Source: an optimization exercise on an open RTL-to-GDS flow (aim: small area, a short achievable clock period and few clock cycles). Production flows keep margins and buffers that such runs may drop.
Only simulation tests tie the RTL to the original design; equivalence was not proved.
The flow treats the clock pin as an ideal source. Dropping or thinning the clock tree relies on that and would not hold on a real chip.

==> job 1166: inputs <==
Design csi_top, start of the top module:
module csi_top (
	input  logic        clk,
	input  logic        rst_n,
	input  logic        start,
	output logic [17:0] sram_addr,
	output logic [15:0] sram_wdata,
	output logic        sram_we_n,
	input  logic [15:0] sram_rdata,
	output logic        done
);
clock: 17.0 ns
lec_check: 0
cap_margin: 20
core_margin: 2
core_utilization: 65
cts_cluster_diameter: 100
cts_cluster_size: 30
place_density: 0.75
slew_margin: 20
synth_hierarchical: 1
synth_minimum_keep_size: 0
standard.sh (not shown) runs the stock make flow with config.mk's settings and CLKGATE_MAP_FILE= SYNTH_SCRIPT=/design/flow/synth_recipe.tcl, a recipe that flattens the netlist after the stock synthesis.
==> flow/flow/run.sh <==
#!/bin/bash
# Standard ORFS layout with buf_2 port buffers, the clock tree options below with
# its branch-buffer level removed (flow/post_cts.tcl), and timing repair aimed
# at a 4.3 ns path delay. The constraints stay the design's (17 ns clock).
set -euo pipefail
here=$(pwd)
bash standard.sh "BUFFER_PORTS_ARGS=-buffer_cell sky130_fd_sc_hd__buf_2" SETUP_SLACK_MARGIN=12.7 \
  "CTS_ARGS=-sink_clustering_enable -repair_clock_nets -sink_clustering_size 30 -sink_clustering_max_diameter 100 -dont_use_dummy_load -sink_clustering_levels 1" \
  "POST_CTS_TCL=$here/flow/post_cts.tcl" \
  finish > flow.log 2>&1
==> flow/flow/post_cts.tcl <==
# Runs at the end of ORFS's CTS step (POST_CTS_TCL). TritonCTS puts one level of
# H-tree branch buffers between the root buffer and the sink-cluster buffers;
# this removes that level so the root buffer drives every cluster buffer
# directly. Every register keeps the same number of buffers (two) on its clock
# path, so the tree stays balanced; only the common insertion delay shrinks.
set block [ord::get_db_block]
set root [$block findInst clkbuf_0_clk]
if { $root == "NULL" } {
  puts "post_cts: no root buffer clkbuf_0_clk, tree left as is"
  return
}
set root_net [[$root findITerm X] getNet]
set removed 0
foreach it [$root_net getITerms] {
  set inst [$it getInst]
  if { $inst == $root } { continue }
  set name [$inst getName]
  if { ![string match "clkbuf_1_*" $name] } { continue }
  set out_net [[$inst findITerm X] getNet]
  foreach load [$out_net getITerms] {
    if { [$load getInst] == $inst } { continue }
    $load disconnect
    $load connect $root_net
  }
  [$inst findITerm A] disconnect
  [$inst findITerm X] disconnect
  odb::dbInst_destroy $inst
  odb::dbNet_destroy $out_net
  incr removed
}
puts "post_cts: removed $removed branch buffers; root drives [llength [$root_net getITerms]] pins"
estimate_parasitics -placement
report_clock_skew
==> job 189 (differences from job 1166) <==
==> flow/flow/post_cts.tcl (replaced) <==
# Runs at the end of ORFS's CTS step (POST_CTS_TCL). TritonCTS builds
# clk -> root buffer -> H-tree branch buffers -> sink-cluster buffers -> registers.
# This removes the branch-buffer level and splits the root into $nroot buffers,
# each driven by the clock port and driving the cluster buffers of one sector of
# the die. Every register keeps the same two buffers on its clock path, so the
# tree stays balanced; only the common insertion delay shrinks.
set nroot 3
set block [ord::get_db_block]
set root [$block findInst clkbuf_0_clk]
if { $root == "NULL" } {
  puts "post_cts: no root buffer clkbuf_0_clk, tree left as is"
  return
}
set clk_net [[$root findITerm A] getNet]
set root_net [[$root findITerm X] getNet]

# 1. root drives the cluster buffers directly
foreach it [$root_net getITerms] {
  set inst [$it getInst]
  if { $inst == $root } { continue }
  if { ![string match "clkbuf_1_*" [$inst getName]] } { continue }
  set out_net [[$inst findITerm X] getNet]
  foreach load [$out_net getITerms] {
    if { [$load getInst] == $inst } { continue }
    $load disconnect
    $load connect $root_net
  }
  [$inst findITerm A] disconnect
  [$inst findITerm X] disconnect
  odb::dbInst_destroy $inst
  odb::dbNet_destroy $out_net
}

# 2. split the cluster buffers into sectors around their centroid
set leaves {}
set sx 0
set sy 0
foreach it [$root_net getITerms] {
  set inst [$it getInst]
  if { $inst == $root } { continue }
  set b [$inst getBBox]
  set x [expr { ([$b xMin] + [$b xMax]) / 2.0 }]
  set y [expr { ([$b yMin] + [$b yMax]) / 2.0 }]
  lappend leaves [list $it $x $y]
  set sx [expr { $sx + $x }]
  set sy [expr { $sy + $y }]
}
set n [llength $leaves]
set cx [expr { $sx / $n }]
set cy [expr { $sy / $n }]
set sorted {}
foreach l $leaves {
  lappend sorted [list [expr { atan2([lindex $l 2] - $cy, [lindex $l 1] - $cx) }] {*}$l]
}
set sorted [lsort -real -index 0 $sorted]
set master [[ord::get_db] findMaster sky130_fd_sc_hd__clkbuf_16]
for { set g 1 } { $g < $nroot } { incr g } {
  set lo [expr { $g * $n / $nroot }]
  set hi [expr { ($g + 1) * $n / $nroot }]
  set grp [lrange $sorted $lo [expr { $hi - 1 }]]
  set gx 0
  set gy 0
  foreach l $grp {
    set gx [expr { $gx + [lindex $l 2] }]
    set gy [expr { $gy + [lindex $l 3] }]
  }
  set gx [expr { int($gx / [llength $grp]) }]
  set gy [expr { int($gy / [llength $grp]) }]
  set buf [odb::dbInst_create $block $master "clkbuf_0_${g}_clk"]
  set net [odb::dbNet_create $block "clknet_0_${g}_clk"]
  $net setSigType CLOCK
  $buf setLocation $gx $gy
  $buf setPlacementStatus PLACED
  [$buf findITerm A] connect $clk_net
  [$buf findITerm X] connect $net
  foreach l $grp {
    set it [lindex $l 1]
    $it disconnect
    $it connect $net
  }
}
# group 0 stays on the original root
detailed_placement
check_placement -verbose
estimate_parasitics -placement
puts "post_cts: $nroot root buffers for $n cluster buffers"
report_clock_skew
==> job 3719 (differences from job 1166) <==
==> flow/flow/run.sh (replaced) <==
#!/bin/bash
# Standard ORFS layout with buf_2 port buffers, the clock tree options below with
# its branch-buffer level removed (flow/post_cts.tcl), and timing repair aimed
# at a 4.2 ns path delay. The constraints stay the design's (17 ns clock).
set -euo pipefail
here=$(pwd)
bash standard.sh "BUFFER_PORTS_ARGS=-buffer_cell sky130_fd_sc_hd__buf_2" SETUP_SLACK_MARGIN=12.8 MATCH_CELL_FOOTPRINT=0 \
  "CTS_ARGS=-sink_clustering_enable -repair_clock_nets -sink_clustering_size 24 -sink_clustering_max_diameter 100 -dont_use_dummy_load -sink_clustering_levels 1" \
  "POST_CTS_TCL=$here/flow/post_cts.tcl" \
  finish > flow.log 2>&1
==> flow/flow/post_cts.tcl (replaced) <==
# Runs at the end of ORFS's CTS step (POST_CTS_TCL). TritonCTS builds
# clk -> root buffer -> H-tree branch buffers -> sink-cluster buffers -> registers.
# This removes the branch-buffer level and splits the root into $nroot buffers,
# each driven by the clock port and driving the cluster buffers of one sector of
# the die. Every register keeps the same two buffers on its clock path, so the
# tree stays balanced; only the common insertion delay shrinks.
set nroot 3
set block [ord::get_db_block]
set root [$block findInst clkbuf_0_clk]
if { $root == "NULL" } {
  puts "post_cts: no root buffer clkbuf_0_clk, tree left as is"
  return
}
set clk_net [[$root findITerm A] getNet]
set root_net [[$root findITerm X] getNet]

# 1. root drives the cluster buffers directly
foreach it [$root_net getITerms] {
  set inst [$it getInst]
  if { $inst == $root } { continue }
  if { ![string match "clkbuf_1_*" [$inst getName]] } { continue }
  set out_net [[$inst findITerm X] getNet]
  foreach load [$out_net getITerms] {
    if { [$load getInst] == $inst } { continue }
    $load disconnect
    $load connect $root_net
  }
  [$inst findITerm A] disconnect
  [$inst findITerm X] disconnect
  odb::dbInst_destroy $inst
  odb::dbNet_destroy $out_net
}

# 2. split the cluster buffers into sectors around their centroid
set leaves {}
set sx 0
set sy 0
foreach it [$root_net getITerms] {
  set inst [$it getInst]
  if { $inst == $root } { continue }
  set b [$inst getBBox]
  set x [expr { ([$b xMin] + [$b xMax]) / 2.0 }]
  set y [expr { ([$b yMin] + [$b yMax]) / 2.0 }]
  lappend leaves [list $it $x $y]
  set sx [expr { $sx + $x }]
  set sy [expr { $sy + $y }]
}
set n [llength $leaves]
set cx [expr { $sx / $n }]
set cy [expr { $sy / $n }]
set sorted {}
foreach l $leaves {
  lappend sorted [list [expr { atan2([lindex $l 2] - $cy, [lindex $l 1] - $cx) }] {*}$l]
}
set sorted [lsort -real -index 0 $sorted]
set master [[ord::get_db] findMaster sky130_fd_sc_hd__clkbuf_16]
for { set g 1 } { $g < $nroot } { incr g } {
  set lo [expr { $g * $n / $nroot }]
  set hi [expr { ($g + 1) * $n / $nroot }]
  set grp [lrange $sorted $lo [expr { $hi - 1 }]]
  set gx 0
  set gy 0
  foreach l $grp {
    set gx [expr { $gx + [lindex $l 2] }]
    set gy [expr { $gy + [lindex $l 3] }]
  }
  set gx [expr { int($gx / [llength $grp]) }]
  set gy [expr { int($gy / [llength $grp]) }]
  set buf [odb::dbInst_create $block $master "clkbuf_0_${g}_clk"]
  set net [odb::dbNet_create $block "clknet_0_${g}_clk"]
  $net setSigType CLOCK
  $buf setLocation $gx $gy
  $buf setPlacementStatus PLACED
  [$buf findITerm A] connect $clk_net
  [$buf findITerm X] connect $net
  foreach l $grp {
    set it [lindex $l 1]
    $it disconnect
    $it connect $net
  }
}
# group 0 stays on the original root
detailed_placement
check_placement -verbose
estimate_parasitics -placement
puts "post_cts: $nroot root buffers for $n cluster buffers"
report_clock_skew
==> flow_summary_export.csv <==
group,metric,value,unit
global_route,track_usage,27.16,%
detailed_routing,vias,11560,
outcome,status,"complete, no violations",
setup_path,r2r-start,"t159",
detailed_routing,viasPerCell,5.978,
min_path,timing.hold.worst_endpoint,"L[4][5]",
cts,clk_pin_slew,0.11,ns
The numbers above come from job 189.

==> flow_summary_export.csv <==
group,metric,value,unit
setup_path,r2r-start,"t158",
logic_synthesis,synth_ff_type,"dfxtp_1",
timing,whs,0.3753,ns
cts,clk_pin_slew,0.10,ns
detailed_routing,wl_per_cell,20.67,µm
min_path,timing.hold.worst_endpoint,"L[4][7]",
global_route,track_usage,27.26,%
logic_synthesis,synthTopCellsByCount,"248 x fa_1, 191 x dfxtp_1, 154 x ha_1",
detailed_routing,vias,11620,
logic_synthesis,syn_avg_cell_area,12.69,µm²
outcome,status,"complete, no violations",
The numbers above come from job 3719.

==> flow_summary_export.csv <==
group,metric,value,unit
setup_path,r2r-start,"t159",
global_route,groute.layer.met1.usage,39.74,%
cts,clk_pin_slew,0.11,ns
detailed_routing,viasPerCell,5.963,
outcome,status,"complete, no violations",
floorplanning,dieHeight,175.5,µm
detailed_routing,drc_errors,0,
min_path,timing.hold.worst_endpoint,"L[4][5]",
detailed_routing,vias,11520,
global_route,track_usage,27.56,%
The numbers above come from job 1166.

Testbench counts of job 1166, summed over its fixed seeds: cycles 2,304,324.
Testbench counts of job 189, summed over its fixed seeds: cycles 2,304,324.
Testbench counts of job 3719, summed over its fixed seeds: cycles 2,304,324.

-- port drivers added, routing unchanged --
No port has a modelled driver above. Below, the same layouts with a new extraction and two added sets of constraints.
Step 1 sets driving cells, clkbuf_16 on the clock port and buf_2 on the other inputs (assumed; they add their load-dependent delay and slew).
Step 2 adds t to the input delays and takes it off the output delays; t is the mean of the earliest and latest rising clock arrival at the registers after step 1. Input paths then give back, and output paths get back, about the clock's delay inside the block.
Three values: ideal, step 1, step 2; two values: the first two.
| run | t (ns) | slack for setup (ns) | hold WS [ns] | worst setup path after step 2 | worst slew at a driven data input, ns |
|---|---|---|---|---|---|
| job 1166 | 0.492 | 12.596 / 12.546 / 12.796 | 0.403 / 0.403 / 0.403 | register to register | 0.03 |
| job 189 | 0.399 | 12.723 / 12.644 / 12.808 | 0.402 / 0.402 / 0.402 | register to register | 0.03 |
| job 3719 | 0.398 | 12.720 / 12.644 / 12.906 | 0.375 / 0.375 / 0.375 | register to register | 0.03 |
After both steps setup and hold are still met in every run listed.
